This design comes from an exercise in tuning for small area, a short achievable clock period and few clock cycles per item on the open sky130 flow, not from production work.
Only simulation tests tie the RTL to the original design; equivalence was not proved.

run A:
## SET
module SET (rst,clk,en,central,radius,mode,busy,valid,candidate);
Size: ~51 I/O pins.
==> flow/config.mk <==
export PLATFORM = sky130hd
export DESIGN_NAME = SET
export DESIGN_NICKNAME = SET
export VERILOG_FILES = /design/flow/design.v
export SDC_FILE = /design/flow/constraint.sdc
export NUM_CORES = 4
export LEC_CHECK = 0
export CAP_MARGIN = 20
export CORE_MARGIN = 2
export CORE_UTILIZATION = 40
export SETUP_SLACK_MARGIN = 1.5
export SLEW_MARGIN = 20
==> flow/constraint.sdc <==
create_clock -name core_clock -period 8.0 [get_ports {clk}]
set_input_delay 1.6000 -clock core_clock [delete_from_list [all_inputs] [get_ports {clk}]]
set_output_delay 1.6000 -clock core_clock [all_outputs]
set_load 0.01 [all_outputs]
standard.sh (not shown) runs the stock make flow with config.mk's settings and CLKGATE_MAP_FILE= SYNTH_SCRIPT=/design/flow/synth_recipe.tcl, a recipe that flattens the netlist after the stock synthesis.
==> flow/flow/run.sh <==
#!/bin/bash
# The standard layout, with the port buffers made of plain buffers
# (sky130_fd_sc_hd__buf_4) instead of the default cell.
set -euo pipefail
export BUFFER_PORTS_ARGS="-buffer_cell sky130_fd_sc_hd__buf_4"
bash standard.sh > standard.log 2>&1
Run A | status: complete | timing, DRC, antenna: pass
Testbench counts of run A, summed over its fixed seeds: cycles 1,280, items 256.
Edits applied to the flow inputs when going from run A to run B:
==> flow/flow/run.sh <==
#!/bin/bash
# The standard layout, with the port buffers made of plain buffers
# (sky130_fd_sc_hd__buf_2) instead of the default cell.
set -euo pipefail
export BUFFER_PORTS_ARGS="-buffer_cell sky130_fd_sc_hd__buf_2"
bash standard.sh > standard.log 2>&1
### Flow results
- Run B closes out successfully: all stages finished, all timing, DRC and antenna checks passed.
- Placement-stage cell area (higher): run A
- Routed wire in run B totals more than in run A.
- The design area of run B was superior to that of run A.
- Per the comparison of run B with run A, routed length on met1 grew by about 4.5%, global routing met3 resource utilization shrank by 1.2 points, maximum frequency held steady.
- Status: clock skew parity (run A, run B)
Edits applied to the flow inputs when going from run B to run C:
Settings: changing SETUP_SLACK_MARGIN from 1.5 to 1.
The critical-path maximum fanout reported for run C is smaller than that of run B by about 40%.
Compared to run B, the routing of run C uses less wire.
Against run B, final critical-path setup slack in run C came out worse.
Run B -> run C: number of clock sinks flat
From run B to run C, total of hold buffers inserted after clock tree synthesis did not move at all.
Between run B and run C, the cell count went down.
What run D does differently from run C at the input level:
Settings: changing SETUP_SLACK_MARGIN from 1 to 2.5.
==> summary.txt <==
Measured against run C, the first-pass GRT wire length of run D comes out at 1.08 times the reference value. Fmax: run D above run C. Number of setup buffers added after CTS (lower): run C. Number of nets at the end of the flow was higher in the run labelled run D. Run D vs. run C: count of non-CTS buffers in the layout saw an increase, sequential share of layout area moved down. Count of unresolved DRC violations after routing: run C vs run D identical. In the metrics for run D and run C, the one carrying the higher count of inverters not on the clock network in the layout is run D.


Another version of the RTL of SET (not shown whole).
Size in the first run: about 1,600 cells after synthesis, roughly 27 flip-flops, about 51 I/O pins, about 11,000 um2 of cells after synthesis.
export LEC_CHECK = 0
export CAP_MARGIN = 20
export CORE_MARGIN = 2
export CORE_UTILIZATION = 40
export SETUP_SLACK_MARGIN = 1.5
export SLEW_MARGIN = 20
create_clock -name core_clock -period 8.0 [get_ports {clk}]
==> flow/flow/run.sh <==
#!/bin/bash
# The standard layout, with the port buffers made of plain buffers
# (sky130_fd_sc_hd__buf_4) instead of the default cell.
set -euo pipefail
export BUFFER_PORTS_ARGS="-buffer_cell sky130_fd_sc_hd__buf_4"
bash standard.sh > standard.log 2>&1
The starting point passed the timing, design-rule and antenna checks.
Testbench counts at the start, summed over its fixed seeds: cycles 1,280, items 256.
Edit:
==> flow/run.sh (new file) <==
#!/bin/bash
# synth_recipe.tcl (not shown) runs the flow's synth.tcl, then flattens the netlist and writes it again
# the make line also repeats each setting of config.mk as NAME=value (left out here)
make -C /OpenROAD-flow-scripts/flow DESIGN_CONFIG=/design/flow/config.mk WORK_HOME=/design/flow/orfs CLKGATE_MAP_FILE= SYNTH_SCRIPT=/design/flow/synth_recipe.tcl finish
ABC_CLOCK_PERIOD_IN_PS = 6000   (was not set)
SETUP_SLACK_MARGIN = 2   (was 1.5)
removed: flow/flow/run.sh
removed: flow/standard.sh
Effect:
- first-iteration DRC count rose by about 10%
- cell area rose by 19%
- cell count rose by about 6.4%
- sequential share of layout area fell by 0.70 points
- die area is unchanged
- routed wire length rose by about 11%
- sequential cell count stays the same
Edit:
ABC_CLOCK_PERIOD_IN_PS = not set   (was 6000)
CORE_UTILIZATION = 65   (was 40)
PLACE_DENSITY = 0.75   (was not set)
Via count increases by 11%.
Cell count decreases by 5.5%.
Non-clock buffer count increases by 5.
First-iteration DRC count increases by 68%.
Critical path depth increases by 1.
Edit:
==> flow/flow/run.sh (new file) <==
#!/bin/bash
# The standard layout, with the port buffers made of plain buffers
# (sky130_fd_sc_hd__buf_4) instead of the default cell.
set -euo pipefail
export BUFFER_PORTS_ARGS="-buffer_cell sky130_fd_sc_hd__buf_4"
bash standard.sh > standard.log 2>&1
==> flow/standard.sh (new file) <==
#!/bin/bash
# synth_recipe.tcl (not shown) runs the flow's synth.tcl, then flattens the netlist and writes it again
# the make line also repeats each setting of config.mk as NAME=value (left out here)
make -C /OpenROAD-flow-scripts/flow DESIGN_CONFIG=/design/flow/config.mk WORK_HOME=/design/flow/orfs CLKGATE_MAP_FILE= SYNTH_SCRIPT=/design/flow/synth_recipe.tcl "${@:-finish}"
CORE_UTILIZATION = 40   (was 65)
PLACE_DENSITY = not set   (was 0.75)
SETUP_SLACK_MARGIN = 1   (was 2)
removed: flow/run.sh
Wire length drops by 21%.
Synthesized cell count stays the same.
Count of clock-buffer cells in the layout stays the same.
Edit:
CORE_UTILIZATION = 50   (was 40)
SETUP_SLACK_MARGIN = 1.5   (was 1)
TNS_END_PERCENT = 100   (was not set)
What happened: First-iteration DRC count decreases by about a fifth; die area decreases by about a fifth; area after synthesis stays the same; hold slack improves by 6.6 ps; via count increases slightly; cell count decreases slightly; clock skew increases by 3.1 ps; routed wire length increases slightly; cell area increases by a few percent.

==> static timing again, ports no longer ideal <==
The results above use ideal ports. As a check the final layouts listed here were re-extracted and re-timed, cells and wires unchanged. Step 1 (the two cells are an assumption about what drives the block):
set clk [get_ports {clk}]
set_driving_cell -lib_cell sky130_fd_sc_hd__clkbuf_16 $clk
set_driving_cell -lib_cell sky130_fd_sc_hd__buf_2 [delete_from_list [all_inputs] $clk]
Step 2 also shifts input and output timing later by t, the mid clock arrival at the registers, as if the neighbouring blocks saw the same clock. Three values: no drivers, after step 1, after step 2; two values: the first two.
run | t (ns) | slack for setup (ns) | hold WS [ns] | worst setup path after step 2 | latest minus earliest clock arrival (ns)
run A | 0.308 | 1.775 / 1.709 / 1.400 | 0.485 / 0.485 / 0.485 | input to register | 0.011 / 0.011
run B | 0.318 | 1.757 / 1.717 / 1.399 | 0.491 / 0.491 / 0.491 | input to register | 0.012 / 0.012
run C | 0.317 | 1.408 / 1.403 / 1.086 | 0.494 / 0.494 / 0.494 | input to register | 0.012 / 0.012
run D | 0.312 | 2.258 / 2.172 / 1.860 | 0.486 / 0.486 / 0.486 | input to register | 0.014 / 0.015
the first run of note 2 | 0.293 | 1.635 / 1.630 / 1.337 | 0.557 / 0.557 / 0.557 | input to register | 0.008 / 0.008
the second run of note 2 | 0.321 | 2.046 / 2.038 / 1.717 | 0.563 / 0.563 / 0.563 | input to register | 0.008 / 0.008
the third run of note 2 | 0.316 | 1.385 / 1.382 / 1.066 | 0.603 / 0.603 / 0.603 | input to register | 0.010 / 0.010
the fourth run of note 2 | 0.298 | 1.341 / 1.336 / 1.038 | 0.552 / 0.552 / 0.552 | input to register | 0.002 / 0.001
the fifth run of note 2 | 0.304 | 1.708 / 1.706 / 1.401 | 0.559 / 0.559 / 0.559 | input to register | 0.004 / 0.005
After both steps setup and hold are still met in every run listed. The setup slack of run D, which loses most, moves by -0.086 ns with the drivers and by -0.398 ns with both steps.
